What follows belongs to an exercise in optimizing a design on an open flow for small area; a production flow would make more cautious choices. At most, simulation tests tie the RTL to the original design; equivalence was not proved. For runs 1 and 2, only the layout was checked, not whether the RTL still works. In runs 5 and 6 the design's own scripts or RTL, not TritonCTS, make the clock network. No driver is modelled on the clock port, so clock power and skew are understated where the tree is cut down; a real chip needs a root buffer or a tree. Power is estimated from default activity; no workload was simulated.

### flow/config.mk
export PLATFORM = sky130hd
export DESIGN_NAME = top_module
export DESIGN_NICKNAME = top_module
export VERILOG_FILES = /design/flow/design.v
export SDC_FILE = /design/flow/constraint.sdc
export NUM_CORES = 4
export LEC_CHECK = 0
export CAP_MARGIN = 20
export CORE_MARGIN = 2
export CORE_UTILIZATION = 40
export SLEW_MARGIN = 20
### flow/constraint.sdc
create_clock -name core_clock -period 10.0 [get_ports {clk}]
set_input_delay 2.0000 -clock core_clock [delete_from_list [all_inputs] [get_ports {clk}]]
set_output_delay 2.0000 -clock core_clock [all_outputs]
set_load 0.01 [all_outputs]
### flow/design.v
`timescale 1ns / 1ps
module btn_debounce(input wire clk, input wire rst, input wire btn, output wire press);
	localparam [4:0] I1 = 5'b00010;
	localparam [4:0] C19 = 5'b00000;
	localparam [4:0] P = 5'b00001;
	localparam [4:0] I0 = 5'b00011;
	reg btn_r0;
	reg [4:0] st;
	wire ld1 = btn_r0 & (st == C19 || st == P || st == I0 || st == I1);
	wire ld0 = ~btn_r0 & (st == I0);
	always @(posedge clk)
	if(rst) begin btn_r0 <= 1'b0; st <= I0; end
	else begin
		btn_r0 <= btn;
		if(ld1) st <= I1;
		else if(ld0) st <= I0;
		else st <= {st[3:0], st[4] ~^ st[2]};
	end
	assign press = (st == P);
endmodule
`timescale 1ns / 1ps
module top_module(
	input wire floor1_btn,
	input wire floor2_btn,
	input wire floor3_btn,
	input wire floor4_btn,
	output reg floor1_led,
	output reg floor2_led,
	output reg floor3_led,
	output reg floor4_led,
	output reg door_open_led,
	output reg door_close_led,
	input wire door_open_sw,
	input wire door_close_sw,
	input clk,
	input wire rst,
	output reg [10:0] display_floor,
	input wire call_btn,
	output reg call_led1,
	output reg call_led2,
	input wire out1_up_sw,
	input wire out2_up_sw,
	input wire out2_down_sw,
	input wire out3_up_sw,
	input wire out3_down_sw,
	input wire out4_down_sw,
	output reg out1_up_led,
	output reg out2_up_led,
	output reg out2_down_led,
	output reg out3_up_led,
	output reg out3_down_led,
	output reg out4_down_led,
	input wire led_out_test_sw
    );
	wire press1, press2, press3, press4, press_call;
	btn_debounce u_db1(.clk(clk), .rst(rst), .btn(floor1_btn), .press(press1));
	btn_debounce u_db2(.clk(clk), .rst(rst), .btn(floor2_btn), .press(press2));
	btn_debounce u_db3(.clk(clk), .rst(rst), .btn(floor3_btn), .press(press3));
	btn_debounce u_db4(.clk(clk), .rst(rst), .btn(floor4_btn), .press(press4));
	btn_debounce u_dbc(.clk(clk), .rst(rst), .btn(call_btn), .press(press_call));
	reg [10:0] n;
	wire tick = (n == 11'b01110100111);
	always @(posedge clk)
	if(rst || tick)
		n <= 11'd0;
	else
		n <= {n[9:0], n[10] ~^ n[8]};
	reg [1:0] now_floor;
	reg act;				 
	reg [1:0] tgt;			 
	reg [1:0] direction;
	reg [1:0] pointer;
	reg door_state;
	reg i1, i2, i3, i4;		 
	reg o1u, o2u, o2d, o3u, o3d, o4d;	 
	reg [5:0] last_sw;
	wire r1 = i1 | o1u;
	wire r2 = i2 | o2u | o2d;
	wire r3 = i3 | o3u | o3d;
	wire r4 = i4 | o4d;
	wire [3:0] req = {r1, r2, r3, r4};
	wire at_tgt = act & (tgt == now_floor);
	wire arr0 = at_tgt & (now_floor == 2'd0);
	wire arr1 = at_tgt & (now_floor == 2'd1);
	wire arr2 = at_tgt & (now_floor == 2'd2);
	wire arr3 = at_tgt & (now_floor == 2'd3);
	wire moving = act & (tgt != now_floor);
	reg        j_go;		 
	reg [1:0]  j_tgt;
	reg        j_ptr;		 
	reg [1:0]  j_pval;
	reg        j_clr;		 
	always @(*)
	begin
		j_go = 1'b0;
		j_tgt = 2'd0;
		j_ptr = 1'b0;
		j_pval = 2'b00;
		j_clr = 1'b0;
		case(req)
		4'b0000: j_clr = 1'b1;
		4'b0001: begin j_go = 1'b1; j_tgt = 2'd3; end
		4'b0010: begin j_go = 1'b1; j_tgt = 2'd2; end
		4'b0011:
			case(pointer)
			2'b00: begin j_go = 1'b1; j_tgt = (now_floor == 2'd3) ? 2'd3 : 2'd2; end
			2'b01: begin j_go = 1'b1; j_tgt = (o3d && !o3u) ? 2'd3 : 2'd2; end
			2'b10: begin j_go = 1'b1; j_tgt = 2'd3; end
			default: ;
			endcase
		4'b0100: begin j_go = 1'b1; j_tgt = 2'd1; end
		4'b0101:
			case(pointer)
			2'b00:
				case(now_floor)
				2'd0, 2'd1: begin j_go = 1'b1; j_tgt = 2'd1; end
				2'd3: begin j_go = 1'b1; j_tgt = 2'd3; end
				default: ;
				endcase
			2'b01: begin j_go = 1'b1; j_tgt = 2'd3; end
			2'b10: begin j_go = 1'b1; j_tgt = (!o2d && o2u) ? 2'd3 : 2'd1; end
			default: ;
			endcase
		4'b0110:
			case(pointer)
			2'b00:
				case(now_floor)
				2'd0: begin j_go = 1'b1; j_tgt = (o3d && !o3u && o2d && !o2u && !i2 && !i3) ? 2'd2 : 2'd1; end
				2'd1: begin j_go = 1'b1; j_tgt = 2'd1; end
				2'd2: begin j_go = 1'b1; j_tgt = 2'd2; end
				2'd3: begin j_go = 1'b1; j_tgt = (!o3d && o3u && !o2d && o2u && !i2 && !i3) ? 2'd1 : 2'd2; end
				endcase
			2'b01:
				if(!o2u && o2d)
				begin
					if(!o3u && o3d && now_floor == 2'd2)
					begin j_ptr = 1'b1; j_pval = 2'b10; end
					else
					begin j_go = 1'b1; j_tgt = 2'd2; end
				end
				else
				begin j_go = 1'b1; j_tgt = 2'd1; end
			2'b10:
				if(!o3d && o3u)
				begin
					if(!o2d && o2u && now_floor == 2'd1)
					begin j_ptr = 1'b1; j_pval = 2'b01; end
					else
					begin j_go = 1'b1; j_tgt = 2'd1; end
				end
				else
				begin j_go = 1'b1; j_tgt = 2'd2; end
			default: ;
			endcase
		4'b0111:
			case(pointer)
			2'b00: begin j_go = 1'b1; j_tgt = (now_floor == 2'd0) ? 2'd1 : now_floor; end
			2'b01: begin j_go = 1'b1; j_tgt = (o2d && !o2u) ? ((o3d && !o3u) ? 2'd3 : 2'd2) : 2'd1; end
			2'b10: begin j_go = 1'b1; j_tgt = 2'd3; end
			default: ;
			endcase
		4'b1000: begin j_go = 1'b1; j_tgt = 2'd0; end
		4'b1001:
			case(pointer)
			2'b00:
				case(now_floor)
				2'd0: begin j_go = 1'b1; j_tgt = 2'd0; end
				2'd3: begin j_go = 1'b1; j_tgt = 2'd3; end
				default: ;
				endcase
			2'b01: begin j_go = 1'b1; j_tgt = 2'd3; end
			2'b10: begin j_go = 1'b1; j_tgt = 2'd0; end
			default: ;
			endcase
		4'b1010:
			case(pointer)
			2'b00:
				case(now_floor)
				2'd0: begin j_go = 1'b1; j_tgt = 2'd0; end
				2'd2, 2'd3: begin j_go = 1'b1; j_tgt = 2'd2; end
				default: ;
				endcase
			2'b01: begin j_go = 1'b1; j_tgt = (!o3u && o3d) ? 2'd0 : 2'd2; end
			2'b10: begin j_go = 1'b1; j_tgt = 2'd0; end
			default: ;
			endcase
		4'b1011:
			case(pointer)
			2'b00:
				case(now_floor)
				2'd0: begin j_go = 1'b1; j_tgt = 2'd0; end
				2'd2: begin j_go = 1'b1; j_tgt = 2'd2; end
				2'd3: begin j_go = 1'b1; j_tgt = 2'd3; end
				default: ;
				endcase
			2'b01: begin j_go = 1'b1; j_tgt = (!o3u && o3d) ? 2'd3 : 2'd2; end
			2'b10: begin j_go = 1'b1; j_tgt = 2'd0; end
			default: ;
			endcase
		4'b1100:
			case(pointer)
			2'b00: begin j_go = 1'b1; j_tgt = (now_floor == 2'd0) ? 2'd0 : 2'd1; end
			2'b01: begin j_go = 1'b1; j_tgt = 2'd0; end
			2'b10: begin j_go = 1'b1; j_tgt = (!o2d && o2u) ? 2'd0 : 2'd1; end
			default: ;
			endcase
		4'b1101:
			case(pointer)
			2'b00:
				case(now_floor)
				2'd0: begin j_go = 1'b1; j_tgt = 2'd0; end
				2'd1: begin j_go = 1'b1; j_tgt = 2'd1; end
				2'd3: begin j_go = 1'b1; j_tgt = 2'd3; end
				default: ;
				endcase
			2'b01: begin j_go = 1'b1; j_tgt = 2'd3; end
			2'b10: begin j_go = 1'b1; j_tgt = (!o2d && o2u) ? 2'd0 : 2'd1; end
			default: ;
			endcase
		4'b1110:
			case(pointer)
			2'b00:
				if(now_floor != 2'd3)
				begin j_go = 1'b1; j_tgt = now_floor; end
			2'b01: begin j_go = 1'b1; j_tgt = 2'd0; end
			2'b10: begin j_go = 1'b1; j_tgt = (!o3d && o3u) ? ((!o2d && o2u) ? 2'd0 : 2'd1) : 2'd2; end
			default: ;
			endcase
		4'b1111:
			case(pointer)
			2'b00: begin j_go = 1'b1; j_tgt = now_floor; end
			2'b01: begin j_go = 1'b1; j_tgt = 2'd0; end
			2'b10: begin j_go = 1'b1; j_tgt = 2'd0; end
			default: ;
			endcase
		endcase
	end
	reg stop_here;
	always @(*)
	case(now_floor)
	2'd0: stop_here = i1 | o1u;
	2'd1: stop_here = i2 | (o2d && pointer == 2'b10) | (o2u && pointer == 2'b01);
	2'd2: stop_here = i3 | (o3d && pointer == 2'b10) | (o3u && pointer == 2'b01);
	default: stop_here = i4 | o4d;
	endcase
	wire going_up = tgt > now_floor;
	reg above, below, up_here, dn_here;
	always @(*)
	case(now_floor)
	2'd0: begin above = r2 | r3 | r4; below = 1'b0; up_here = o1u; dn_here = 1'b0; end
	2'd1: begin above = r3 | r4; below = r1; up_here = o2u; dn_here = o2d; end
	2'd2: begin above = r4; below = r1 | r2; up_here = o3u; dn_here = o3d; end
	default: begin above = 1'b0; below = r1 | r2 | r3; up_here = 1'b0; dn_here = o4d; end
	endcase
	wire a1_dn = !o2u && o2d && (req == 4'd4 || (!o3u && o3d && req == 4'd6));
	wire a1_up = o2u && !o2d && (req == 4'd4 || (o3u && !o3d && req == 4'd6));
	wire a2_dn = !o3u && o3d && (req == 4'd2 || (req == 4'd6 && !o2u && o2d));
	wire a2_up = o3u && !o3d && (req == 4'd2 || (req == 4'd6 && o2u && !o2d));
	always @(posedge clk)
	if(rst)
	begin
		now_floor <= 2'b00;
		act <= 1'b0;
		direction <= 2'b00;
		pointer <= 2'b00;
	end
	else
	begin
		if(direction == 2'b00 && door_state == 0)
		begin
			if(above)
				direction <= 2'b01;
			else if(below)
				direction <= 2'b10;
		end
		if(pointer == 2'b00)
		begin
			if(above | up_here)
				pointer <= 2'b01;
			else if(dn_here | below)
				pointer <= 2'b10;
		end
		if(tick)
		begin
			if(!act)
			begin
				if(!door_state)
				begin
					if(j_clr)
					begin
						pointer <= 2'b00;
						direction <= 2'b00;
					end
					if(j_go)
					begin
						act <= 1'b1;
						tgt <= j_tgt;
					end
					if(j_ptr)
						pointer <= j_pval;
				end
			end
			else if(moving)
			begin
				if(stop_here)
					tgt <= now_floor;
				else if(going_up)
				begin
					now_floor <= now_floor + 2'd1;
					direction <= 2'b01;
					pointer <= 2'b01;
				end
				else
				begin
					now_floor <= now_floor - 2'd1;
					direction <= 2'b10;
					pointer <= 2'b10;
				end
			end
			else
			begin
				act <= 1'b0;
				direction <= 2'b00;
				if(arr0 && o1u)
					pointer <= 2'b01;
				if(arr1 && a1_dn)
					pointer <= 2'b10;
				if(arr1 && a1_up)
					pointer <= 2'b01;
				if(arr2 && a2_dn)
					pointer <= 2'b10;
				if(arr2 && a2_up)
					pointer <= 2'b01;
				if(arr3 && o4d)
					pointer <= 2'b10;
			end
		end
	end
	always @(posedge clk)
	if(rst)
		door_state <= 1'b0;
	else
	begin
		if(direction == 2'b00)
		begin
			if(door_open_sw)
				door_state <= 1'b1;
			else if(door_close_sw)
				door_state <= 1'b0;
		end
		if(tick)
		begin
			if(!act)
			begin
				if(!door_open_sw)
					door_state <= 1'b0;
			end
			else if(at_tgt)
				door_state <= 1'b1;
		end
	end
	wire clr1 = tick & arr0;
	wire clr2 = tick & arr1;
	wire clr3 = tick & arr2;
	wire clr4 = tick & arr3;
	always @(posedge clk)
	if(rst)
	begin
		i1 <= 1'b0; i2 <= 1'b0; i3 <= 1'b0; i4 <= 1'b0;
		floor1_led <= 1'b0; floor2_led <= 1'b0; floor3_led <= 1'b0; floor4_led <= 1'b0;
	end
	else
	begin
		i1 <= (i1 ^ press1) & ~clr1;
		i2 <= (i2 ^ press2) & ~clr2;
		i3 <= (i3 ^ press3) & ~clr3;
		i4 <= (i4 ^ press4) & ~clr4;
		floor1_led <= i1 & ~clr1;
		floor2_led <= i2 & ~clr2;
		floor3_led <= i3 & ~clr3;
		floor4_led <= i4 & ~clr4;
	end
	wire [5:0] sw = {out1_up_sw, out2_up_sw, out2_down_sw, out3_up_sw, out3_down_sw, out4_down_sw};
	wire [5:0] tog = sw ^ last_sw;
	wire [3:0] req_d = {floor1_led | out1_up_led, floor2_led | out2_up_led | out2_down_led,
		floor3_led | out3_up_led | out3_down_led, floor4_led | out4_down_led};
	wire rt2 = (req_d == 4'd2);
	wire rt4 = (req_d == 4'd4);
	wire rt6 = (req_d == 4'd6);
	always @(posedge clk)
	if(rst)
	begin
		o1u <= 1'b0; o2u <= 1'b0; o2d <= 1'b0; o3u <= 1'b0; o3d <= 1'b0; o4d <= 1'b0;
		last_sw <= 6'b0;
	end
	else
	begin
		last_sw <= sw;
		if(led_out_test_sw)
		begin
			o1u <= 1'b0; o2u <= 1'b0; o2d <= 1'b0; o3u <= 1'b0; o3d <= 1'b0; o4d <= 1'b0;
		end
		else
		begin
			o1u <= o1u ^ tog[5];
			o2u <= o2u ^ tog[4];
			o2d <= o2d ^ tog[3];
			o3u <= o3u ^ tog[2];
			o3d <= o3d ^ tog[1];
			o4d <= o4d ^ tog[0];
		end
		if(tick)
		begin
			if(arr0)
				o1u <= 1'b0;
			if(arr1)
			begin
				if(!o2u && o2d && (rt4 || (!o3u && o3d && rt6)))
					o2d <= 1'b0;
				if(o2u && !o2d && (rt4 || (o3u && !o3d && rt6)))
					o2u <= 1'b0;
				if(pointer == 2'b10)
					o2d <= 1'b0;
				if(pointer == 2'b01)
					o2u <= 1'b0;
				if(pointer == 2'b00)
				begin
					o2d <= 1'b0;
					o2u <= 1'b0;
				end
			end
			if(arr2)
			begin
				if(!o3u && o3d && (rt2 || (rt6 && !o2u && o2d)))
					o3d <= 1'b0;
				if(o3u && !o3d && (rt2 || (rt6 && o2u && !o2d)))
					o3u <= 1'b0;
				if(pointer == 2'b10)
					o3d <= 1'b0;
				if(pointer == 2'b01)
					o3u <= 1'b0;
				if(pointer == 2'b00)
				begin
					o3d <= 1'b0;
					o3u <= 1'b0;
				end
			end
			if(arr3)
				o4d <= 1'b0;
		end
	end
	always @(posedge clk)
	if(rst)
	begin
		out1_up_led <= 1'b0; out2_up_led <= 1'b0; out2_down_led <= 1'b0;
		out3_up_led <= 1'b0; out3_down_led <= 1'b0; out4_down_led <= 1'b0;
		door_open_led <= 1'b0; door_close_led <= 1'b0;
	end
	else
	begin
		out1_up_led <= o1u; out2_up_led <= o2u; out2_down_led <= o2d;
		out3_up_led <= o3u; out3_down_led <= o3d; out4_down_led <= o4d;
		door_open_led <= door_open_sw;
		door_close_led <= door_close_sw;
	end
	reg [3:0] ph;
	reg [1:0] val;
	reg [1:0] slot, nslot;
	reg hold;
	wire [3:0] ph_next = (ph == 4'b0001) ? 4'b0110 : {ph[2:0], ph[3] ~^ ph[2]};
	wire t_odd = (ph == 4'b0110) | (ph == 4'b1001) | (ph == 4'b0101) | (ph == 4'b0100) | (ph == 4'b0000);
	always @(*)
	case(ph)
	4'b1011: begin slot = 2'd0; nslot = 2'd0; hold = 1'b0; end
	4'b0110: begin slot = 2'd0; nslot = 2'd0; hold = 1'b0; end
	4'b1100: begin slot = 2'd0; nslot = 2'd1; hold = 1'b0; end
	4'b1001: begin slot = 2'd1; nslot = 2'd1; hold = 1'b0; end
	4'b0010: begin slot = 2'd1; nslot = 2'd2; hold = 1'b0; end
	4'b0101: begin slot = 2'd2; nslot = 2'd2; hold = 1'b0; end
	4'b1010: begin slot = 2'd2; nslot = 2'd3; hold = 1'b0; end
	4'b0100: begin slot = 2'd3; nslot = 2'd3; hold = 1'b0; end
	4'b1000: begin slot = 2'd3; nslot = 2'd3; hold = 1'b1; end
	4'b0000: begin slot = 2'd3; nslot = 2'd3; hold = 1'b1; end
	4'b0001: begin slot = 2'd3; nslot = 2'd0; hold = 1'b0; end
	default: begin slot = 2'd0; nslot = 2'd0; hold = 1'b0; end
	endcase
	always @(posedge clk)
	if(rst)
	begin
		ph <= 4'b1011;
		val <= 2'b00;
	end
	else
	begin
		ph <= ph_next;
		if(!hold)
			case(nslot)
			2'd0: val <= now_floor;
			2'd1: val <= pointer;
			2'd2: val <= {1'b0, door_state};
			default: val <= direction;
			endcase
	end
	reg call_state;
	reg [7:0] b;
	wire blink = (b == 8'd0) & t_odd;
	always @(posedge clk)
	if(rst)
	begin
		call_state <= 1'b0;
		b <= 8'd0;
		call_led1 <= 1'b0;
		call_led2 <= 1'b0;
	end
	else
	begin
		if(press_call)
			call_state <= ~call_state;
		b <= (b == 8'b10100111) ? 8'd0 : {b[6:0], b[7] ~^ b[4]};
		if(blink)
		begin
			if(call_state)
			begin
				call_led1 <= ~call_led1;
				call_led2 <= call_led1;
			end
			else
			begin
				call_led1 <= 1'b0;
				call_led2 <= 1'b0;
			end
		end
	end
	always @(*)
	case({slot, val})
	4'b00_00: display_floor = 11'b1110_1001111;
	4'b00_01: display_floor = 11'b1110_0010010;
	4'b00_10: display_floor = 11'b1110_0000110;
	4'b00_11: display_floor = 11'b1110_1001100;
	4'b01_00: display_floor = 11'b1111_1111111;
	4'b01_01: display_floor = 11'b1101_0011101;
	4'b01_10: display_floor = 11'b1101_1100011;
	4'b10_00: display_floor = 11'b1011_0110001;
	4'b10_01: display_floor = 11'b1011_0000001;
	4'b11_00: display_floor = 11'b0111_1111110;
	4'b11_01: display_floor = 11'b0111_0111111;
	4'b11_10: display_floor = 11'b0111_1110111;
	default:  display_floor = 11'b1111_1111111;
	endcase
endmodule
### flow/flow/run.sh
#!/bin/bash
# The standard ORFS layout (standard.sh) with three changes:
#  - synthesis maps the logic with an area-oriented ABC script (synth_area.tcl,
#    area.abc); yosys's steps, registers and names are those of synth_recipe.tcl
#  - ports are buffered with the smallest buffer
#  - clock tree: 8x clock buffers, no dummy loads
# Each tool's output is in orfs/logs/; make's output in standard.log.
F=$PWD/flow
bash standard.sh \
  SYNTH_SCRIPT=$F/synth_area.tcl AREA_ABC_SCRIPT=$F/area.abc \
  BUFFER_PORTS_ARGS="-buffer_cell sky130_fd_sc_hd__buf_1" \
  CTS_ARGS="-sink_clustering_enable -repair_clock_nets -dont_use_dummy_load -buf_list sky130_fd_sc_hd__clkbuf_8" \
  ${EXTRA_MAKE_ARGS:-} finish > standard.log 2>&1
### flow/flow/area.abc
strash
&get -n
&deepsyn -T 30
&put
dch -f
amap
topo
### flow/flow/synth_area.tcl
# synth_recipe.tcl with an area-oriented ABC mapping in place of ORFS's
# delay-oriented one: the same yosys steps, registers and names; only the
# combinational logic between the registers is mapped differently.
proc synth {args} { yosys synth -nofsm -noshare {*}$args }
proc abc {args} {
  puts "area ABC script: $::env(AREA_ABC_SCRIPT)"
  set out {}
  set skip 0
  foreach a $args {
    if { $skip } { set skip 0; continue }
    if { $a eq "-script" || $a eq "-D" || $a eq "-constr" } { set skip 1; continue }
    lappend out $a
  }
  yosys abc -script $::env(AREA_ABC_SCRIPT) {*}$out
}
source $::env(SCRIPTS_DIR)/synth.tcl
# left out here: clear keep_hierarchy, flatten, clean up, hide names made inside functions, write 1_2_yosys.v
### flow/standard.sh
#!/bin/bash
# synth_recipe.tcl (not shown) runs the flow's synth.tcl, then flattens the netlist and writes it again
# the make line also repeats each setting of config.mk as NAME=value (left out here)
make -C /OpenROAD-flow-scripts/flow DESIGN_CONFIG=/design/flow/config.mk WORK_HOME=/design/flow/orfs CLKGATE_MAP_FILE= SYNTH_SCRIPT=/design/flow/synth_recipe.tcl "${@:-finish}"
==> flow_metrics.tcl, run 1 <==
set metrics [dict create \
    status "finished clean" \
    netlist.area_leader.share_pct 42.0 \
    grt_pass1_wl_mm 18.2 \
    drc 0 \
    clock-skew-final_ns 0.0266 \
    cp_max_fo 8 \
    antenna_found_initial 0 \
    cts_max_level 3 \
    p_seq_share_pct 55.8 \
    viasPerCell 5.47 \
    grt_pass1_vias 3843 \
    startpoint_type "flop" \
    wl_per_cell_um 14.4 \
    dr.first_iter.drc_count 293 \
    placed_cells 752 \
    io_buffer_count 40 \
    drive_above_1_share_pct 1.77 \
    hold_class "flop to flop" \
    cts_root_buf "clkbuf_8" \
    path_class "flop to output port" \
    grt-ovfl-total 0 \
    grt_setup_unrepaired "no" \
    synth_fp_nets 605 \
    stdcell_area_um2 4940 \
    worst_pin_slew_ns 0.675 \
    synthFlopType "dfxtp_1" \
    leakagePower_nw 1.79 \
    utilization_pct 45.3 \
    io_pins 41 \
    ys_warn_count 2 \
    fin_nets 657 \
    grt_busiest_layer "met2" \
    drv_cap 0 \
    syn_to_final_growth_pct 10.2 \
    slew_violations 0 \
    netSwitchingPower_mw 0.220 \
    path_clk_slew_ns 0.09 \
    fin_crit_ns 4.34 \
    ctsResizeCount 0 \
    dp.final_hpwl_mm 8.26 \
    dieWidth_um 110 \
    placed_cell_area_um2 4810 \
    ctsHoldBuffers 0 \
    postRouteWirelength_mm 11.0 \
    share_comb_of_total_power_pct 18.6 \
    postCtsSetupBuffers 0 \
    finalSetupTns_ns 0 \
    track_usage_pct 19.3 \
    max_clock_freq_ghz 0.231 \
    synth-seq-cells 96 \
    std_cell_rows 38 \
    die_area_um2 12100 \
    chipHeight_um 110 \
    synth.top_cells.by_count "nor2_1, dfxtp_1, clkinv_1" \
    synth.most_common_cell "nor2_1" \
    use_met1_pct 26.3 \
    fin_crit_sh_pct 43.4 \
    synth.avg_cell_area_um2 7.84 \
    arrival_ns 2.34 \
    postRouteAntennaNets 0 \
    vias 4164 \
    core_area_um2 10900 \
    clkPwrFrac_pct 25.6 \
    hold_violations 0 \
    swShare_pct 29.0 \
    slew_headroom_pct 54.8 \
    syn_area_um2 4480 \
    cts_tree "built" \
    use_met3_pct 4.09 \
    setup_viol 0 \
    synth.area.top_cells "dfxtp_1, nor2_1, clkinv_1" \
    firstDrtPassIters 5 \
    clk_path_buf_depth 2 \
    synthArstFlopShare_pct 0 \
    gp_congestion 0.921 \
    endpoint_kind "output port" \
    p_int_mw 0.537 \
    initial_utilization_pct 41.1 \
    critical_path_required_ns 8.00 \
    synth_cells 571 \
    clk_latency_ns 0.35 \
    layoutNonFillerInstCount 761 \
    grt_util_met2_pct 29.5 \
    grt_max_degree 63 \
    synth_edf_count 2 \
    yosys.cell_types.count 46 \
    synth_largest_area_cell "dfxtp_1" \
    cts_buffers 9 \
    synth-seq-area-share_pct 43.4 \
    num_antenna_cells 0 \
    numClockSinks 96 \
    power.density_nw_per_um2 153 \
    vdd_ir_drop_max_uv 84.6 \
]
-- cell families after synthesis --
family,Yosys count,synth area share (%)
buffers and inverters,79,6.62
AND/OR/NAND/NOR,253,26.3
AO/OA/AOI/OAI,125,18.6
adder cells (fa/ha/maj),18,5.03
flip-flops,96,43.4
-- worst max-delay path, stage by stage (launching register included) --
cell and delay (ns):
dfxtp_1 0.35, nor2_1 0.24, clkinv_1 0.17, a21oi_1 0.49, nand2_1 0.19, nor2_1 0.19, and2_0 0.18, nor3_1 0.07
buf_1 0.13
-- through the flow --
step / hold slack [ns] / power, mW / setup WS (ns)
after detailed placement: 0.416 / 0.569 / 6.05
final: 0.399 / 0.757 / 5.66
after floorplan: 0.403 / 0.527 / 6.27
after CTS: 0.403 / 0.762 / 5.67
after global placement: 0.412 / 0.569 / 6.14
after global routing: 0.421 / 0.804 / 5.43
-- state kept, by name (all words and copies together), names as in the netlist, 4 cells and up --
| signal | cells |
|---|---|
| b | 8 |
| u_dbc.st | 5 |
| u_db4.st | 5 |
| ph | 4 |
| last_sw | 6 |
| u_db2.st | 5 |
| u_db1.st | 5 |
| u_db3.st | 5 |
| n | 11 |
-- cell type report --
| cell class | instances | area, um^2 |
|---|---|---|
| Clock buffer | 9 | 124 |
| Fill cell | 1096 | 5950 |
| Tap cell | 140 | 175 |
| Inverter | 79 | 297 |
| Multi-Input combinational cell | 396 | 2240 |
| Timing Repair Buffer | 41 | 159 |
| Sequential cell | 96 | 1940 |
-- routing by layer --
metal | vias up | wire length [um]
li1 | 2093 | -
met1 | 1915 | 5190
met2 | 138 | 4960
met3 | 18 | 641
met4 | 0 | 190
met5 | - | 0
-- placed cells by master, fill, tap and decap left out, drive strengths merged, types with 4 or more instances in the layout --
| master | n |
|---|---|
| a21oi | 17 |
| or2 | 9 |
| nand2 | 32 |
| buf | 40 |
| dfxtp | 94 |
| nor2 | 121 |
| nor2b | 16 |
| nor4b | 4 |
| or3 | 9 |
| o22ai | 6 |
| and3 | 12 |
| clkinv | 79 |
| nand4 | 6 |
| clkbuf | 10 |
| nor3 | 25 |
| o21ai | 38 |
| nand3 | 8 |
| a211oi | 7 |
| a2111oi | 12 |
| ha | 18 |
| a31oi | 13 |
-- power groups by stage --
| stage | sequential [mW] | clock, mW | combinational (mW) |
|---|---|---|---|
| 2_1_floorplan | 0.428 | 0 | 0.0994 |
| 3_3_place_gp | 0.431 | 0 | 0.138 |
| 3_5_place_dp | 0.431 | 0 | 0.138 |
| 4_1_cts | 0.422 | 0.201 | 0.138 |
| 5_1_grt | 0.426 | 0.220 | 0.159 |
| 6_report | 0.422 | 0.194 | 0.140 |
-- final timing paths --
check,from,endpoint,slack [ns],cells after the start
worst max register to register,o4d,tgt[0],6.70,11
worst min register to register,n[6],n[7],0.40,2
worst min-delay path,n[6],n[7],0.40,2
worst max-delay path,ph[2],display_floor[2],5.66,8
==> run 2, diff against run 1 <==
==> flow/flow/run.sh (replaced) <==
#!/bin/bash
# The standard ORFS layout (standard.sh) with three changes:
#  - synthesis maps the logic with an area-oriented ABC script (synth_area.tcl),
#    best of a few &deepsyn seeds; yosys's steps, registers and names are those of synth_recipe.tcl
#  - ports are buffered with the smallest buffer
#  - clock tree: 8x clock buffers, no dummy loads
# Each tool's output is in orfs/logs/; make's output in standard.log.
F=$PWD/flow
bash standard.sh \
  SYNTH_SCRIPT=$F/synth_area.tcl AREA_ABC_SEEDS=8 AREA_ABC_SECS=30 \
  BUFFER_PORTS_ARGS="-buffer_cell sky130_fd_sc_hd__buf_1" \
  CTS_ARGS="-sink_clustering_enable -repair_clock_nets -dont_use_dummy_load -buf_list sky130_fd_sc_hd__clkbuf_8" \
  ${EXTRA_MAKE_ARGS:-} finish > standard.log 2>&1
--- a/flow/flow/synth_area.tcl
+++ b/flow/flow/synth_area.tcl
@@ -3,13 +3,42 @@
 # combinational logic between the registers is mapped differently.
+# The mapping tries a few seeds of ABC's &deepsyn and keeps the netlist with
+# the smallest cell area.
 proc synth {args} { yosys synth -nofsm -noshare {*}$args }
 proc abc {args} {
-  puts "area ABC script: $::env(AREA_ABC_SCRIPT)"
   set out {}
+  set libs {}
   set skip 0
+  set prev ""
   foreach a $args {
-    if { $skip } { set skip 0; continue }
+    if { $skip } { set skip 0; set prev $a; continue }
     if { $a eq "-script" || $a eq "-D" || $a eq "-constr" } { set skip 1; continue }
+    if { $prev eq "-liberty" } { lappend libs -liberty $a }
     lappend out $a
+    set prev $a
   }
-  yosys abc -script $::env(AREA_ABC_SCRIPT) {*}$out
+  set seeds [expr { [info exists ::env(AREA_ABC_SEEDS)] ? $::env(AREA_ABC_SEEDS) : 4 }]
+  set secs [expr { [info exists ::env(AREA_ABC_SECS)] ? $::env(AREA_ABC_SECS) : 30 }]
+  yosys design -save pre_abc
+  set best -1
+  for { set s 0 } { $s < $seeds } { incr s } {
+    yosys design -load pre_abc
+    set f $::env(OBJECTS_DIR)/area_$s.abc
+    set fh [open $f w]
+    puts $fh "strash\n&get -n\n&deepsyn -S $s -T $secs\n&put\ndch -f\namap\ntopo"
+    close $fh
+    yosys abc -script $f {*}$out
+    set rpt $::env(OBJECTS_DIR)/area_$s.txt
+    yosys tee -q -o $rpt stat {*}$libs
+    set fh [open $rpt r]
+    set txt [read $fh]
+    close $fh
+    regexp {Chip area for module '[^']*': ([0-9.]+)} $txt -> area
+    puts "area ABC seed $s: $area"
+    if { $best < 0 || $area < $best } {
+      set best $area
+      yosys design -save best_abc
+    }
+  }
+  yosys design -load best_abc
+  puts "area ABC best: $best"
 }
removed: flow/flow/area.abc
==> flow_metrics.tcl, run 2 <==
set metrics [dict create \
    num_antenna_cells 0 \
    finalSetupTns_ns 0 \
    endpoint_kind "output port" \
    critical_path_required_ns 8.00 \
    ctsResizeCount 0 \
    grt_pass1_wl_mm 18.1 \
    grt_max_degree 59 \
    fin_crit_sh_pct 44.2 \
    cts_tree "built" \
    synth-seq-area-share_pct 43.9 \
    synthArstFlopShare_pct 0 \
    mostFrequentLayoutCells "nor2_1, dfxtp_1, clkinv_1" \
    drc 0 \
    cts_root_buf "clkbuf_8" \
    slew_headroom_pct 52.8 \
    track_usage_pct 19.1 \
    synthFlopType "dfxtp_1" \
    cp_max_fo 8 \
    cts_max_level 3 \
    startpoint_type "flop" \
    yosys.cell_types.count 41 \
    path_clk_slew_ns 0.08 \
    timing.rr.start "now_floor[1]" \
    leakagePower_nw 1.79 \
    ctsHoldBuffers 0 \
    synth.avg_cell_area_um2 7.82 \
    path_class "flop to output port" \
    fin_crit_ns 4.42 \
    clock-skew-final_ns 0.0170 \
    grt_pass1_vias 3866 \
    placed_cells 747 \
    yosys.area_share.simple_pct 26.1 \
    initial_utilization_pct 40.8 \
    syn_area_um2 4430 \
    setup_ws_ns 5.58 \
    numClockSinks 96 \
    firstDrtPassIters 4 \
    worst_pin_slew_ns 0.704 \
    ys_warn_count 2 \
    postRouteWirelength_mm 10.7 \
    cpPeakStageDelay_ns 0.49 \
    clk_path_buf_depth 2 \
    dieWidth_um 109 \
    std_cell_rows 38 \
    setup_viol 0 \
    viasPerCell 5.42 \
    gp_congestion 0.911 \
    min_from "n[3]" \
    synth_edf_count 2 \
    grt_setup_unrepaired "no" \
    postCtsSetupBuffers 0 \
    hold_class "flop to flop" \
    grt-ovfl-total 0 \
    max_clock_freq_ghz 0.226 \
    synth_compound_area_share_pct 18.5 \
    fin_nets 652 \
    clk_latency_ns 0.35 \
    drive_above_1_share_pct 1.79 \
    synth-xor-area-share_pct 0 \
    synth.most_common_cell "nor2_1" \
    hold_violations 0 \
    critPathLaunch "ph[2]" \
    synth_top_family_by_area "simple AND/OR/NAND/NOR gates" \
    netlist.area_leader.share_pct 42.5 \
    dr.first_iter.drc_count 224 \
    dp_slack_ns 5.83 \
    power.density_nw_per_um2 154 \
    largest_reg_flops 11 \
    crit_top_cell "clkinv_1" \
    dp.final_hpwl_mm 7.94 \
    vias 4097 \
    synth_largest_area_cell "dfxtp_1" \
    antenna_found_initial 0 \
    arrival_ns 2.42 \
    postRouteAntennaNets 0 \
    status "finished clean" \
    slew_violations 0 \
    io_pins 41 \
    cp_slowest_cell "a21oi_1" \
    final_common_cell "nor2_1" \
    synth.area.top_cells "dfxtp_1, nor2_1, clkinv_1" \
    vdd_ir_drop_max_uv 56.6 \
    power_mw 0.753 \
    syn_to_final_growth_pct 10.3 \
    core_area_um2 10800 \
    cts_buffers 9 \
    synth-adder-area-share_pct 5.09 \
    io_buffer_count 40 \
    nFillCells 1113 \
    chipHeight_um 109 \
    top_register "n" \
    synth_fp_nets 600 \
    synth_cells 566 \
    crit_chain "nor2_1, clkinv_1, a21oi_1, clkinv_1, a211oi_1, buf_1" \
    drv_cap 0 \
    synth.top_cells.by_count "nor2_1, dfxtp_1, clkinv_1" \
    die_area_um2 11900 \
    wl_per_cell_um 14.2 \
    layoutNonFillerInstCount 756 \
    muxShareOfSynthArea_pct 0 \
    synth-seq-cells 96 \
    reg.largest.list "n (11), b (8), last_sw (6)" \
]
## run 2: per-stage QoR
step           hold WS [ns]  area, um^2  utilization, %
2_1_floorplan         0.400        4430               -
3_3_place_gp          0.413        4760            43.9
3_5_place_dp          0.412        4760            43.9
4_1_cts               0.435        4890            45.1
5_1_grt               0.459        4890            45.1
6_report              0.426        4890            45.1
## run 2: path summary, 6_finish.rpt
check / end / slack [ns] / cells after the start
worst max-delay path: display_floor[2] / 5.58 / 6
worst min-delay path: n[4] / 0.43 / 2
worst max register to register: pointer[1] / 6.73 / 14
worst min register to register: n[4] / 0.43 / 2
## run 2: logic make-up after synthesis
| logic type | after synthesis |
|---|---|
| simple gates | 253 |
| compound gates | 123 |
| flops | 96 |
| buf+inv | 76 |
| fa+ha+maj | 18 |
## run 2: worst max-delay path, delay by kind of cell (launching register included)
kind / cells / cell delay [ns]
AO/OA/AOI/OAI: 2 / 0.81
flip-flops: 1 / 0.34
buffers and inverters: 3 / 0.65
AND/OR/NAND/NOR: 1 / 0.28
## run 2: per-layer routing
metal  track usage (%)  routed length [um]
met1              26.3                5130
met2              29.0                4770
met3              4.72                 636
met4              7.32                 188
met5                 0                   0
## run 2: final cells by class
class | count | area (um^2) | share of cell area [%]
sequential | 96 | 1940 | 39.7
inverter | 76 | 285 | 5.84
multi-input combinational | 394 | 2200 | 45.0
clock buffer | 9 | 124 | 2.54
tap | 140 | 175 | 3.59
timing repair buffer | 41 | 159 | 3.25
## run 2: where the power goes
group	switching [mW]	total, mW	internal, mW
registers	0.0161	0.422	0.406
logic	0.0860	0.134	0.0483
clock network	0.116	0.197	0.0809
==> run 3, diff against run 2 <==
--- a/flow/design.v
+++ b/flow/design.v
@@ -263,2 +263,3 @@
 		act <= 1'b0;
+		tgt <= 2'b00;
 		direction <= 2'b00;
@@ -465,2 +466,32 @@
 	end
+	reg call_state;
+	reg [8:0] m;
+	wire blink = (m == 9'b110101001);
+	always @(posedge clk)
+	if(rst)
+	begin
+		call_state <= 1'b0;
+		m <= 9'd0;
+		call_led1 <= 1'b0;
+		call_led2 <= 1'b0;
+	end
+	else
+	begin
+		if(press_call)
+			call_state <= ~call_state;
+		m <= (m == 9'b010100001) ? 9'd0 : {m[7:0], m[8] ~^ m[4]};
+		if(blink)
+		begin
+			if(call_state)
+			begin
+				call_led1 <= ~call_led1;
+				call_led2 <= call_led1;
+			end
+			else
+			begin
+				call_led1 <= 1'b0;
+				call_led2 <= 1'b0;
+			end
+		end
+	end
 	reg [3:0] ph;
@@ -470,3 +501,2 @@
 	wire [3:0] ph_next = (ph == 4'b0001) ? 4'b0110 : {ph[2:0], ph[3] ~^ ph[2]};
-	wire t_odd = (ph == 4'b0110) | (ph == 4'b1001) | (ph == 4'b0101) | (ph == 4'b0100) | (ph == 4'b0000);
 	always @(*)
@@ -503,32 +533,2 @@
 	end
-	reg call_state;
-	reg [7:0] b;
-	wire blink = (b == 8'd0) & t_odd;
-	always @(posedge clk)
-	if(rst)
-	begin
-		call_state <= 1'b0;
-		b <= 8'd0;
-		call_led1 <= 1'b0;
-		call_led2 <= 1'b0;
-	end
-	else
-	begin
-		if(press_call)
-			call_state <= ~call_state;
-		b <= (b == 8'b10100111) ? 8'd0 : {b[6:0], b[7] ~^ b[4]};
-		if(blink)
-		begin
-			if(call_state)
-			begin
-				call_led1 <= ~call_led1;
-				call_led2 <= call_led1;
-			end
-			else
-			begin
-				call_led1 <= 1'b0;
-				call_led2 <= 1'b0;
-			end
-		end
-	end
 	always @(*)
==> flow_metrics.tcl, run 3 <==
set metrics [dict create \
    ys_warn_count 2 \
    synth-seq-cells 97 \
    endpoint_kind "output port" \
    slew_violations 0 \
    drive_above_1_share_pct 1.84 \
    fin_crit_ns 4.45 \
    vdd_ir_drop_max_uv 99.6 \
    highest_layer "met4" \
    crit_chain "nor2_1, clkinv_1, nor2_1, o21ai_0, clkinv_1, nor2_1, clkinv_1, nor2_1, and2_0, a211oi_1, buf_1" \
    grt-ovfl-total 0 \
    arrival_ns 2.45 \
    synth-seq-area-share_pct 43.9 \
    ctsResizeCount 0 \
    drc 0 \
    cp-endpoint "display_floor[2]" \
    synth_largest_area_cell "dfxtp_1" \
    wl_met3_um 854 \
    vias 4043 \
    power.density_nw_per_um2 153 \
    gp_congestion 0.992 \
    worst_pin_slew_ns 0.783 \
    synth_cells 548 \
    reg.largest.list "n (11), m (9), last_sw (6)" \
    chipHeight_um 109 \
    track_usage_pct 19.4 \
    numClockSinks 97 \
    top_register "n" \
    drt-met1-wl_mm 5.02 \
    postRouteWirelength_mm 10.9 \
    grt_pass1_wl_mm 18.0 \
    initial_utilization_pct 40.8 \
    hold_violations 0 \
    synth.top_cells.by_count "nor2_1, dfxtp_1, clkinv_1" \
    nFillCells 1119 \
    io_pins 41 \
    cts_root_buf "clkbuf_8" \
    clk_latency_ns 0.37 \
    path_clk_slew_ns 0.09 \
    fin_nets 635 \
    status "finished clean" \
    seq_area_um2 1940 \
    grt_setup_unrepaired "no" \
    cts_max_level 3 \
    wl_per_cell_um 14.7 \
    cts_buffers 9 \
    ctsHoldBuffers 0 \
    max_clock_freq_ghz 0.225 \
    rrSetupSlack_ns 6.41 \
    synth.area.top_cells "dfxtp_1, nor2_1, clkinv_1" \
    cpPeakStageDelay_ns 0.41 \
    clock-skew-final_ns 0.0274 \
    clk_path_buf_depth 2 \
    critPathLaunch "ph[0]" \
    synthFlopType "dfxtp_1" \
    synth_edf_count 0 \
    io_buffer_count 40 \
    cp_slowest_cell "dfxtp_1" \
    largest_reg_flops 11 \
    dp.final_hpwl_mm 8.13 \
    cp_max_fo 6 \
    final_common_cell "nor2_1" \
    path_class "flop to output port" \
    synthArstFlopShare_pct 0 \
    grt_pass1_vias 3742 \
    multi_input_area_um2 2220 \
    postCtsSetupBuffers 0 \
    hold_class "flop to flop" \
    startpoint_type "flop" \
    std_cell_rows 38 \
    netlist.area_leader.share_pct 43.9 \
    setup_viol 0 \
    leakagePower_nw 1.78 \
    finalSetupTns_ns 0 \
    timing.rr.start "now_floor[1]" \
    grt_max_degree 53 \
    dieWidth_um 109 \
    dr_wl_met2_mm 4.80 \
    timing.rr.end "now_floor[1]" \
    firstDrtPassIters 9 \
    mostFrequentLayoutCells "nor2_1, dfxtp_1, clkinv_1" \
    dr.first_iter.drc_count 278 \
    synth.most_common_cell "nor2_1" \
    synth.avg_cell_area_um2 8.08 \
    synth_fp_nets 583 \
    critical_path_required_ns 8.00 \
    yosys.cell_types.count 40 \
    syn_to_final_growth_pct 10.3 \
    viasPerCell 5.48 \
    drv_cap 0 \
    fin_crit_sh_pct 44.5 \
    utilization_pct 45.0 \
    postRouteAntennaNets 0 \
    crit_top_cell "nor2_1" \
    core_area_um2 10800 \
    rr_worst_depth 12 \
    die_area_um2 11900 \
    whs_ns 0.423 \
    slew_headroom_pct 46.5 \
    cts_tree "built" \
    syn_area_um2 4430 \
    antenna_found_initial 0 \
    num_antenna_cells 0 \
]
## run 3: final cells by class
type | instances | area share [%]
flip-flops and latches | 97 | 39.8
multi-input cells | 382 | 45.6
repair buffers | 41 | 3.25
well taps | 140 | 3.59
inverters | 69 | 5.30
clock buffers | 9 | 2.54
## run 3: how the worst min path moves through the flow
stage / start / end / slack [ns] / cells after the start
3_5_place_dp: u_db3.st[3] / u_db3.st[4] / 0.42 / 2
5_1_grt: n[6] / n[7] / 0.42 / 2
2_1_floorplan: n[3] / n[4] / 0.40 / 2
4_1_cts: n[6] / n[7] / 0.42 / 2
3_3_place_gp: n[3] / n[4] / 0.41 / 2
6_report: n[6] / n[7] / 0.42 / 2
## run 3: stage by stage
step	setup WS, ns	power [mW]	instance area [um^2]	instances
2_1_floorplan	6.37	0.517	4430	548
3_3_place_gp	5.59	0.554	4760	729
3_5_place_dp	5.50	0.555	4760	729
4_1_cts	5.56	0.758	4880	738
5_1_grt	5.22	0.794	4880	738
6_report	5.55	0.749	4880	738
## run 3: report_power, final
group / internal (mW) / switching, mW
combinational: 0.0453 / 0.0781
sequential: 0.409 / 0.0170
clock: 0.0808 / 0.120
total: 0.535 / 0.215
## run 3: critical path: cells and delay by family (launching register included)
family,cells,cell delay [ns]
buffers and inverters,4,0.58
AND/OR/NAND/NOR,5,0.75
AO/OA/AOI/OAI,2,0.35
flip-flops,1,0.41
## run 3: logic make-up after synthesis
| logic type | share of synthesized area (%) |
|---|---|
| compound gates | 19.2 |
| fa+ha+maj | 5.37 |
| buf+inv | 5.85 |
| flops | 43.9 |
| simple gates | 25.7 |
## run 3: metal layers
metal | up-vias | track usage, %
met1 | 1831 | 25.4
met2 | 154 | 30.0
li1 | 2040 | -
met4 | 0 | 6.69
met3 | 18 | 6.16
met5 | - | 0
==> run 4, diff against run 3 <==
--- a/flow/flow/run.sh
+++ b/flow/flow/run.sh
@@ -3,3 +3,5 @@
 #  - synthesis maps the logic with an area-oriented ABC script (synth_area.tcl),
-#    best of a few &deepsyn seeds; yosys's steps, registers and names are those of synth_recipe.tcl
+#    best of a few &deepsyn seeds, and leaves adders to ABC (no half-adder
+#    extraction); yosys's steps, registers and names are those of
+#    synth_recipe.tcl
 #  - ports are buffered with the smallest buffer
@@ -9,3 +11,3 @@
 bash standard.sh \
-  SYNTH_SCRIPT=$F/synth_area.tcl AREA_ABC_SEEDS=8 AREA_ABC_SECS=30 \
+  SYNTH_SCRIPT=$F/synth_area.tcl AREA_ABC_SEEDS=8 AREA_ABC_SECS=30 ADDER_MAP_FILE= \
   BUFFER_PORTS_ARGS="-buffer_cell sky130_fd_sc_hd__buf_1" \
==> flow_metrics.tcl, run 4 <==
set metrics [dict create \
    status "finished clean" \
    io_buffer_count 40 \
    postRouteAntennaNets 0 \
    gp_congestion 0.944 \
    mostFrequentLayoutCells "nor2_1, dfxtp_1, clkinv_1" \
    ctsResizeCount 0 \
    drv_cap 0 \
    clk_path_buf_depth 2 \
    min_delay_path_depth 2 \
    initial_utilization_pct 41.1 \
    drive_above_1_share_pct 1.99 \
    cpPeakStageDelay_ns 0.39 \
    rr_worst_depth 13 \
    hold_class "flop to flop" \
    crit_top_cell "clkinv_1" \
    cts_root_buf "clkbuf_8" \
    grt_util_met2_pct 28.5 \
    antenna_found_initial 0 \
    use_met3_pct 4.89 \
    ys_warn_count 2 \
    dr.first_iter.drc_count 266 \
    slew_headroom_pct 56.9 \
    dieWidth_um 104 \
    chipHeight_um 104 \
    wl_per_cell_um 13.5 \
    startpoint_type "flop" \
    synth-seq-cells 97 \
    arrival_ns 2.22 \
    cp_max_fo 6 \
    cp_slowest_cell "or3_1" \
    utilization_pct 45.7 \
    vdd_ir_drop_max_uv 89.1 \
    die_area_um2 10900 \
    nFillCells 1013 \
    std_cell_rows 36 \
    synth_cells 503 \
    fin_crit_ns 4.22 \
    cts_buffers 9 \
    syn_area_um2 4010 \
    num_antenna_cells 0 \
    cts_tree "built" \
    fin_crit_sh_pct 42.2 \
    power.density_nw_per_um2 164 \
    numClockSinks 97 \
    hold_violations 0 \
    postCtsSetupBuffers 0 \
    path_clk_slew_ns 0.09 \
    cts_max_level 3 \
    synth-seq-area-share_pct 48.4 \
    worst_pin_slew_ns 0.642 \
    grt-ovfl-total 0 \
    fin_nets 571 \
    max_clock_freq_ghz 0.237 \
    use_met1_pct 22.5 \
    synthArstFlopShare_pct 0 \
    track_usage_pct 17.6 \
    grt_setup_unrepaired "no" \
    reg.largest.list "n (11), m (9), last_sw (6)" \
    crit_family "simple AND/OR/NAND/NOR gates" \
    yosys.cell_types.count 36 \
    syn_to_final_growth_pct 11.2 \
    clk_latency_ns 0.37 \
    largest_reg_flops 11 \
    synth.avg_cell_area_um2 7.98 \
    vias 3674 \
    io_pins 41 \
    slew_violations 0 \
    drc 0 \
    path_class "flop to output port" \
    leakagePower_nw 1.60 \
    grt_pass1_vias 3412 \
    synth.most_common_cell "nor2_1" \
    finalSetupTns_ns 0 \
    postRouteWirelength_mm 9.29 \
    cp_num_buf_inv 3 \
    final_common_cell "nor2_1" \
    top_register "n" \
    grt_busiest_layer "met2" \
    synth.area.top_cells "dfxtp_1, nor2_1, clkinv_1" \
    crit_chain "clkinv_1, nor2_1, o22ai_1, clkinv_1, or2_0, or3_1, buf_1" \
    setup_viol 0 \
    dp.final_hpwl_mm 6.63 \
    grt_max_degree 63 \
    synth_fp_nets 519 \
    synthFlopType "dfxtp_1" \
    ctsHoldBuffers 0 \
    synth_edf_count 0 \
    synth.top_cells.by_count "nor2_1, dfxtp_1, clkinv_1" \
    synth_largest_area_cell "dfxtp_1" \
    clock-skew-final_ns 0.0317 \
    critical_path_required_ns 8.00 \
    firstDrtPassIters 7 \
    core_area_um2 9770 \
    netlist.area_leader.share_pct 48.4 \
    endpoint_kind "output port" \
    viasPerCell 5.36 \
    grt_pass1_wl_mm 15.8 \
    power_mw 0.730 \
    worst-path-stages 7 \
]
-- run 4: cell count changes after synthesis, moves of 8 or more --
| cell | change |
|---|---|
| ha_1 | -19 |
| o21ai_0 | -11 |
| clkinv_1 | -9 |
| nor2_1 | +8 |
| a211oi_1 | -9 |
| or2_0 | -10 |
-- run 4: worst paths after layout --
| path | from | to | slack (ns) |
|---|---|---|---|
| worst max-delay path | ph[2] | display_floor[8] | 5.78 |
| worst min-delay path | n[3] | n[4] | 0.40 |
| worst min register to register | n[3] | n[4] | 0.40 |
| worst max register to register | now_floor[0] | tgt[0] | 6.82 |
-- run 4: metal layers --
metal	part of all wire, %	up-vias	wire length [um]
li1	-	1872	-
met1	47	1654	4390
met2	45	127	4150
met3	6.1	21	568
met4	1.9	0	180
met5	0	-	0
-- run 4: report_power, final --
group | leakage, nW | internal (mW) | switching (mW)
Combinational | 0.739 | 0.0401 | 0.0699
Sequential | 0.795 | 0.407 | 0.0161
Clock | 0.0647 | 0.0809 | 0.117
Total | 1.60 | 0.528 | 0.203
-- run 4: layout make-up --
class,instances,area [um^2],area share [%]
well taps,133,166,3.73
clock buffers,9,124,2.78
repair buffers,41,159,3.56
inverters,60,225,5.05
flip-flops and latches,97,1940,43.5
multi-input cells,346,1850,41.4
-- run 4: cells by family (layout without fill, tap and decap cells) --
kind of cell           after synthesis  in the layout  share of synthesized area (%)
AND/OR/NAND/NOR                    239            239                           28.1
AO/OA/AOI/OAI                      107            107                           17.9
buffers and inverters               60            110                           5.61
flip-flops                          97             97                           48.4
-- run 4: worst min-delay path, stage by stage (launching register included) --
cell and delay, ns:
dfxtp_1 0.31, clkinv_1 0.05, nor2_1 0.04
-- run 4: through the flow --
| step | area (um^2) | std cells | setup slack [ns] | hold WS [ns] |
|---|---|---|---|---|
| 5_1_grt | 4460 | 686 | 5.57 | 0.439 |
| 6_report | 4460 | 686 | 5.78 | 0.404 |
| 2_1_floorplan | 4010 | 503 | 6.26 | 0.403 |
| 3_5_place_dp | 4340 | 677 | 6.09 | 0.420 |
| 3_3_place_gp | 4340 | 677 | 6.12 | 0.415 |
| 4_1_cts | 4460 | 686 | 5.77 | 0.405 |
==> run 5, diff against run 4 <==
==> flow/flow/run.sh (replaced) <==
#!/bin/bash
# The standard ORFS layout (standard.sh) with these changes:
#  - synthesis maps the logic with an area-oriented ABC script (synth_area.tcl),
#    best of a few &deepsyn seeds, and leaves adders to ABC (no half-adder
#    extraction); yosys's steps, registers and names are those of
#    synth_recipe.tcl
#  - ports are buffered with the smallest buffer
#  - clock tree: manual_cts.tcl replaces ORFS's CTS step; the clock port
#    drives four 16x clock buffers, each driving a quarter of the flip-flops
# Each tool's output is in orfs/logs/ (the clock tree step's in
# orfs/logs/sky130hd/top_module/base/4_1_cts.log); make's output in standard.log.
set -e
F=$PWD/flow
ARGS=(SYNTH_SCRIPT=$F/synth_area.tcl AREA_ABC_SEEDS=1 AREA_ABC_SECS=10 ADDER_MAP_FILE=
  "BUFFER_PORTS_ARGS=-buffer_cell sky130_fd_sc_hd__buf_1")
bash standard.sh "${ARGS[@]}" place > standard.log 2>&1
bash standard.sh "${ARGS[@]}" run RUN_SCRIPT=$F/manual_cts.tcl RUN_LOG_NAME_STEM=4_1_cts >> standard.log 2>&1
bash standard.sh "${ARGS[@]}" finish >> standard.log 2>&1
==> flow/flow/manual_cts.tcl (new file) <==
# In place of ORFS's CTS step (cts.tcl): the clock port drives four 16x
# clock buffers directly, each driving a quarter of the flip-flops, split by
# placement (at the median x, then at the median y in each half). The rest
# follows cts.tcl: legalize, repair timing, legalize, write 4_1_cts.odb and
# 4_cts.sdc.
utl::set_metrics_stage "cts__{}"
source $::env(SCRIPTS_DIR)/load.tcl
erase_non_stage_variables cts
load_design 3_place.odb 3_place.sdc

proc manual_clock_tree { nbuf master_name } {
  set block [ord::get_db_block]
  set master [[ord::get_db] findMaster $master_name]
  set clk_net [$block findNet clk]
  set sinks {}
  foreach it [$clk_net getITerms] {
    set box [[$it getInst] getBBox]
    lappend sinks [list $it [expr {([$box xMin] + [$box xMax]) / 2}] \
      [expr {([$box yMin] + [$box yMax]) / 2}]]
  }
  set byx [lsort -integer -index 1 $sinks]
  set half [expr {[llength $byx] / 2}]
  set k [expr {$nbuf / 2}]
  set groups {}
  foreach part [list [lrange $byx 0 [expr {$half - 1}]] [lrange $byx $half end]] {
    set byy [lsort -integer -index 2 $part]
    set m [llength $byy]
    for {set g 0} {$g < $k} {incr g} {
      lappend groups [lrange $byy [expr {$g * $m / $k}] [expr {($g + 1) * $m / $k - 1}]]
    }
  }
  set i 0
  foreach grp $groups {
    set net [odb::dbNet_create $block "clknet_$i"]
    $net setSigType CLOCK
    set inst [odb::dbInst_create $block $master "clkbuf_$i"]
    set sx 0
    set sy 0
    foreach s $grp {
      set it [lindex $s 0]
      $it disconnect
      $it connect $net
      incr sx [lindex $s 1]
      incr sy [lindex $s 2]
    }
    set cnt [llength $grp]
    [$inst findITerm A] connect $clk_net
    [$inst findITerm X] connect $net
    $inst setLocation [expr {$sx / $cnt}] [expr {$sy / $cnt}]
    $inst setPlacementStatus PLACED
    puts "clock buffer clkbuf_$i drives $cnt flip-flops"
    incr i
  }
}

manual_clock_tree 4 sky130_fd_sc_hd__clkbuf_16
set_propagated_clock [all_clocks]

set_placement_padding -global \
  -left $::env(CELL_PAD_IN_SITES_DETAIL_PLACEMENT) \
  -right $::env(CELL_PAD_IN_SITES_DETAIL_PLACEMENT)
detailed_placement
estimate_parasitics -placement
report_clock_skew
if { !$::env(SKIP_CTS_REPAIR_TIMING) } {
  repair_timing_helper
  detailed_placement
}
check_placement -verbose
report_metrics 4 "cts final"
orfs_write_db $::env(RESULTS_DIR)/4_1_cts.odb
orfs_write_sdc $::env(RESULTS_DIR)/4_cts.sdc
==> flow_metrics.tcl, run 5 <==
set metrics [dict create \
    grt-ovfl-total 0 \
    cp_slowest_cell "dfxtp_1" \
    leakagePower_nw 1.60 \
    num_antenna_cells 0 \
    arrival_ns 2.41 \
    yosys.cell_types.count 42 \
    synth-seq-cells 97 \
    netlist.area_leader.share_pct 47.1 \
    worst_pin_slew_ns 0.631 \
    fin_crit_sh_pct 44.1 \
    synth_largest_area_cell "dfxtp_1" \
    path_clk_slew_ns 0.10 \
    viasPerCell 5.37 \
    fin_nets 586 \
    mostFrequentLayoutCells "nor2_1, dfxtp_1, clkinv_1" \
    std_cell_rows 37 \
    power.density_nw_per_um2 153 \
    synth_compound_area_share_pct 21.1 \
    antenna_found_initial 0 \
    postRouteAntennaNets 0 \
    io_buffer_count 40 \
    synth_cells 523 \
    hold_violations 0 \
    core_area_um2 10100 \
    initial_utilization_pct 40.6 \
    critical_path_required_ns 8.00 \
    synth_fp_nets 539 \
    dr.first_iter.drc_count 248 \
    slew_headroom_pct 57.5 \
    die_area_um2 11100 \
    ctsHoldBuffers 0 \
    ctsResizeCount 0 \
    cpPeakStageDelay_ns 0.40 \
    muxShareOfSynthArea_pct 0 \
    ys_warn_count 2 \
    synth-adder-area-share_pct 0 \
    grt_pass1_wl_mm 16.1 \
    gp_congestion 0.892 \
    dieWidth_um 105 \
    synth_top_family_by_area "simple AND/OR/NAND/NOR gates" \
    reg.largest.list "n (11), m (9), last_sw (6)" \
    startpoint_type "flop" \
    fin_crit_ns 4.41 \
    synth_edf_count 0 \
    cp_max_fo 5 \
    synth.area.top_cells "dfxtp_1, nor2_1, clkinv_1" \
    io_pins 41 \
    grt_max_degree 61 \
    rrSetupSlack_ns 6.61 \
    hold_class "flop to flop" \
    cp_num_buf_inv 2 \
    endpoint_kind "output port" \
    drv_cap 0 \
    drc 0 \
    yosys.area_share.simple_pct 25.4 \
    syn_to_final_growth_pct 10.6 \
    layoutNonFillerInstCount 704 \
    synthArstFlopShare_pct 0 \
    finalSetupTns_ns 0 \
    dp.final_hpwl_mm 6.96 \
    slew_violations 0 \
    crit_chain "clkinv_1, nor2_1, nor2_1, nand2_1, nor2_1, nor2_1, nor2_1, a211oi_1, nand2_1, o21bai_1, nor2_1, a311oi_1, buf_1" \
    max_clock_freq_ghz 0.227 \
    final_common_cell "nor2_1" \
    firstDrtPassIters 5 \
    top_register "n" \
    vias 3780 \
    synth.top_cells.by_count "nor2_1, dfxtp_1, clkinv_1" \
    postCtsSetupBuffers 0 \
    setup_viol 0 \
    crit_family "simple AND/OR/NAND/NOR gates" \
    synth.avg_cell_area_um2 7.88 \
    chipHeight_um 105 \
    drive_above_1_share_pct 1.23 \
    synth-seq-area-share_pct 47.1 \
    crit_top_cell "nor2_1" \
    clk_latency_ns 0.16 \
    grt_pass1_vias 3565 \
    synthFlopType "dfxtp_1" \
    power_mw 0.698 \
    clock-skew-final_ns 0.0137 \
    path_class "flop to output port" \
    vdd_ir_drop_max_uv 107 \
    grt_setup_unrepaired "no" \
    nFillCells 1021 \
    status "finished clean" \
    track_usage_pct 16.7 \
    syn_area_um2 4120 \
    largest_reg_flops 11 \
    placed_cells 700 \
    synth-xor-area-share_pct 0 \
    wl_per_cell_um 13.2 \
    synth.most_common_cell "nor2_1" \
    postRouteWirelength_mm 9.32 \
]
## run 5: changes by cell type in the layout (fill, tap and decap cells not counted), sizes merged, moves of 5 or more
cell / before / now
nor3: 17 / 22
and3: 13 / 6
clkinv: 60 / 70
clkbuf: 10 / 5
nand3: 17 / 7
or3: 10 / 5
o21ai: 19 / 26
## run 5: through the flow
stage                     area (um^2)  hold WS [ns]  utilization, %  setup slack [ns]
after floorplan                  4120         0.401               -              5.68
final                            4560         0.426            44.9              5.59
after global routing             4560         0.444            44.9              5.19
after global placement           4450         0.411            43.9              5.88
after detailed placement         4450         0.417            43.9              5.76
## run 5: kinds of logic after synthesis
| family | Yosys count |
|---|---|
| flip-flops | 97 |
| buffers and inverters | 70 |
| AND/OR/NAND/NOR | 228 |
| AO/OA/AOI/OAI | 128 |
## run 5: worst paths after layout
path / from / to / depth (start not counted)
max: ph[2] / display_floor[1] / 13
min: m[1] / m[2] / 2
max reg2reg: pointer[1] / tgt[1] / 13
min reg2reg: m[1] / m[2] / 2
## run 5: worst reg2reg max path: stages, from the launching register on
cell	delay (ns)
dfxtp_1	0.55
clkinv_1	0.23
nor2_1	0.35
clkinv_1	0.20
o32ai_1	0.47
a21oi_1	0.12
nor2_1	0.11
a21oi_1	0.05
nor4_1	0.36
nor3_1	0.11
o21ai_0	0.31
clkinv_1	0.15
a22oi_1	0.19
nor2_1	0.05
## run 5: where the power goes
group / internal, mW / switching, mW
sequential: 0.408 / 0.0160
clock: 0.0734 / 0.0946
combinational: 0.0389 / 0.0678
## run 5: area by class of cell
| cell class | count | area (um^2) | share of cell area, % |
|---|---|---|---|
| Multi-Input combinational cell | 356 | 1920 | 42.2 |
| Timing Repair Buffer | 41 | 159 | 3.49 |
| Inverter | 70 | 263 | 5.77 |
| Buffer | 4 | 100 | 2.20 |
| Sequential cell | 97 | 1940 | 42.6 |
| Tap cell | 136 | 170 | 3.74 |
## run 5: layer usage
layer,vias up,routed length [um],global-route usage (%)
li1,1937,-,-
met1,1681,4320,22.5
met3,19,630,1.98
met4,0,166,3.14
met5,-,0,0
met2,143,4200,28.8
==> run 6, diff against run 5 <==
--- a/flow/flow/run.sh
+++ b/flow/flow/run.sh
@@ -13,3 +13,3 @@
 F=$PWD/flow
-ARGS=(SYNTH_SCRIPT=$F/synth_area.tcl AREA_ABC_SEEDS=1 AREA_ABC_SECS=10 ADDER_MAP_FILE=
+ARGS=(SYNTH_SCRIPT=$F/synth_area.tcl AREA_ABC_SEEDS=8 AREA_ABC_SECS=30 ADDER_MAP_FILE=
   "BUFFER_PORTS_ARGS=-buffer_cell sky130_fd_sc_hd__buf_1")
==> flow_metrics.tcl, run 6 <==
set metrics [dict create \
    dieWidth_um 104 \
    power.density_nw_per_um2 158 \
    syn_to_final_growth_pct 10.6 \
    dp.final_hpwl_mm 6.63 \
    die_area_um2 10900 \
    placed_cells 677 \
    ctsHoldBuffers 0 \
    holdPathEnd "n[5]" \
    synth-seq-cells 97 \
    drc 0 \
    critPathLaunch "ph[2]" \
    layoutNonFillerInstCount 681 \
    min_from "n[4]" \
    core_area_um2 9770 \
    vdd_ir_drop_max_uv 92.4 \
    clk_latency_ns 0.16 \
    wl_per_cell_um 13.4 \
    final_common_cell "nor2_1" \
    synth.most_common_cell "nor2_1" \
    dr.first_iter.drc_count 246 \
    synth.area.top_cells "dfxtp_1, nor2_1, clkinv_1" \
    grt-ovfl-total 0 \
    startpoint_type "flop" \
    cp_max_fo 6 \
    synth_cells 503 \
    rrSetupSlack_ns 6.83 \
    timing.rr.start "now_floor[0]" \
    cpPeakStageDelay_ns 0.39 \
    reg.largest.list "n (11), m (9), last_sw (6)" \
    firstDrtPassIters 5 \
    io_pins 41 \
    grt_setup_unrepaired "no" \
    postRouteAntennaNets 0 \
    hold_class "flop to flop" \
    cp_slowest_cell "or3_1" \
    fin_nets 566 \
    clock-skew-final_ns 0.0149 \
    worst_pin_slew_ns 0.631 \
    nFillCells 999 \
    max_clock_freq_ghz 0.247 \
    track_usage_pct 16.3 \
    synth-seq-area-share_pct 48.4 \
    synth.top_cells.by_count "nor2_1, dfxtp_1, clkinv_1" \
    yosys.cell_types.count 36 \
    antenna_found_initial 0 \
    slew_violations 0 \
    num_antenna_cells 0 \
    synthFlopType "dfxtp_1" \
    synth_largest_area_cell "dfxtp_1" \
    drive_above_1_share_pct 1.09 \
    postCtsSetupBuffers 0 \
    leakagePower_nw 1.58 \
    setup_viol 0 \
    postRouteWirelength_mm 9.11 \
    min_delay_path_depth 2 \
    chipHeight_um 104 \
    vias 3713 \
    rr_worst_depth 13 \
    timing.rr.end "tgt[0]" \
    crit_top_cell "clkinv_1" \
    synth_fp_nets 519 \
    mostFrequentLayoutCells "nor2_1, dfxtp_1, clkinv_1" \
    fin_crit_sh_pct 40.5 \
    initial_utilization_pct 41.1 \
    ctsResizeCount 0 \
    io_buffer_count 40 \
    gp_congestion 0.944 \
    critical_path_required_ns 8.00 \
    whs_ns 0.437 \
    viasPerCell 5.45 \
    std_cell_rows 36 \
    top_register "n" \
    grt_pass1_vias 3364 \
    hold_violations 0 \
    status "finished clean" \
    drv_cap 0 \
    synth.avg_cell_area_um2 7.98 \
    crit_chain "clkinv_1, nor2_1, o22ai_1, clkinv_1, or2_0, or3_1, buf_1" \
    fin_crit_ns 4.05 \
    path_clk_slew_ns 0.10 \
    slew_headroom_pct 57.7 \
    largest_reg_flops 11 \
    synthArstFlopShare_pct 0 \
    grt_pass1_wl_mm 15.5 \
    ys_warn_count 2 \
    syn_area_um2 4010 \
    netlist.area_leader.share_pct 48.4 \
    synth_edf_count 0 \
    grt_max_degree 63 \
    finalSetupTns_ns 0 \
    endpoint_kind "output port" \
    path_class "flop to output port" \
    arrival_ns 2.05 \
]
## run 6: cell count changes in the layout (fill, tap and decap cells not counted), sizes merged, moves of 4 or more
cell / before / now
clkinv: 70 / 60
nand3: 7 / 17
and3: 6 / 13
o21ai: 26 / 19
nor3: 22 / 17
or3: 5 / 10
nor2b: 22 / 18
## run 6: where the power goes
| part | leakage, nW | internal (mW) | switching, mW |
|---|---|---|---|
| clock | 0.0493 | 0.0733 | 0.0942 |
| combinational | 0.739 | 0.0401 | 0.0701 |
| sequential | 0.795 | 0.407 | 0.0161 |
## run 6: kinds of logic after synthesis
group | after synthesis | synth area share (%)
AOI/OAI and AO/OA | 107 | 17.9
buffers and inverters | 60 | 5.61
DFF | 97 | 48.4
and+or+nand+nor | 239 | 28.1
## run 6: metal layers
metal	share of wire [%]	wire (um)	GRT usage [%]	vias to the layer above
met2	45	4090	27.7	135
met3	6.1	559	1.38	21
met4	2.0	183	3.38	0
li1	-	-	-	1869
met1	47	4270	22.7	1688
met5	0	0	0	-
## run 6: worst max path at each step
stage	end
finish	display_floor[8]
global route	display_floor[4]
global placement	n[5]
floorplan	display_floor[4]
detailed placement	n[4]
CTS	display_floor[8]
## run 6: metrics by stage
stage | util (%) | setup slack (ns) | power, mW | cell area (um^2)
floorplan | - | 6.26 | 0.506 | 4010
finish | 45.4 | 5.95 | 0.701 | 4440
detailed placement | 44.4 | 6.09 | 0.540 | 4340
global placement | 44.4 | 6.12 | 0.539 | 4340
global route | 45.4 | 5.74 | 0.739 | 4440
## run 6: layout make-up
type                       count  area [um^2]  share of cell area [%]
sequential                    97         1940                    43.7
multi-input combinational    346         1850                    41.6
buffer                         4          100                    2.25
timing repair buffer          41          159                    3.58
inverter                      60          225                    5.07
tap                          133          166                    3.75
## run 6: critical path: cells and delay by family (launching register included)
family,cells,cell delay (ns)
simple gates,3,0.80
buf+inv,3,0.47
flops,1,0.36
compound gates,1,0.26

port drivers added, routing unchanged:
Ports are ideal in the flow. The routed layouts listed here were re-timed in OpenROAD.
Step 1 assumes that a clkbuf_16 drives the clock port and a buf_2 every other input.
Step 2, shift: input delay + t, output delay - t, t = (earliest + latest rising clock arrival at the registers) / 2. This alone moves slack from input paths to output paths.
Three values: no drivers, after step 1, after step 2; two values: the first two.
| run | t, ns | setup WS [ns] | slew at the worst register clock pin (ns) |
|---|---|---|---|
| run 1 | 0.373 | 5.664 / 5.632 / 6.005 | 0.09 / 0.09 |
| run 2 | 0.374 | 5.582 / 5.551 / 5.833 | 0.08 / 0.08 |
| run 3 | 0.393 | 5.547 / 5.514 / 5.569 | 0.09 / 0.09 |
| run 4 | 0.387 | 5.779 / 5.747 / 6.133 | 0.10 / 0.10 |
| run 5 | 0.230 | 5.591 / 5.513 / 5.743 | 0.10 / 0.10 |
| run 6 | 0.231 | 5.948 / 5.869 / 6.100 | 0.10 / 0.10 |
After both steps setup and hold are still met in every run listed.
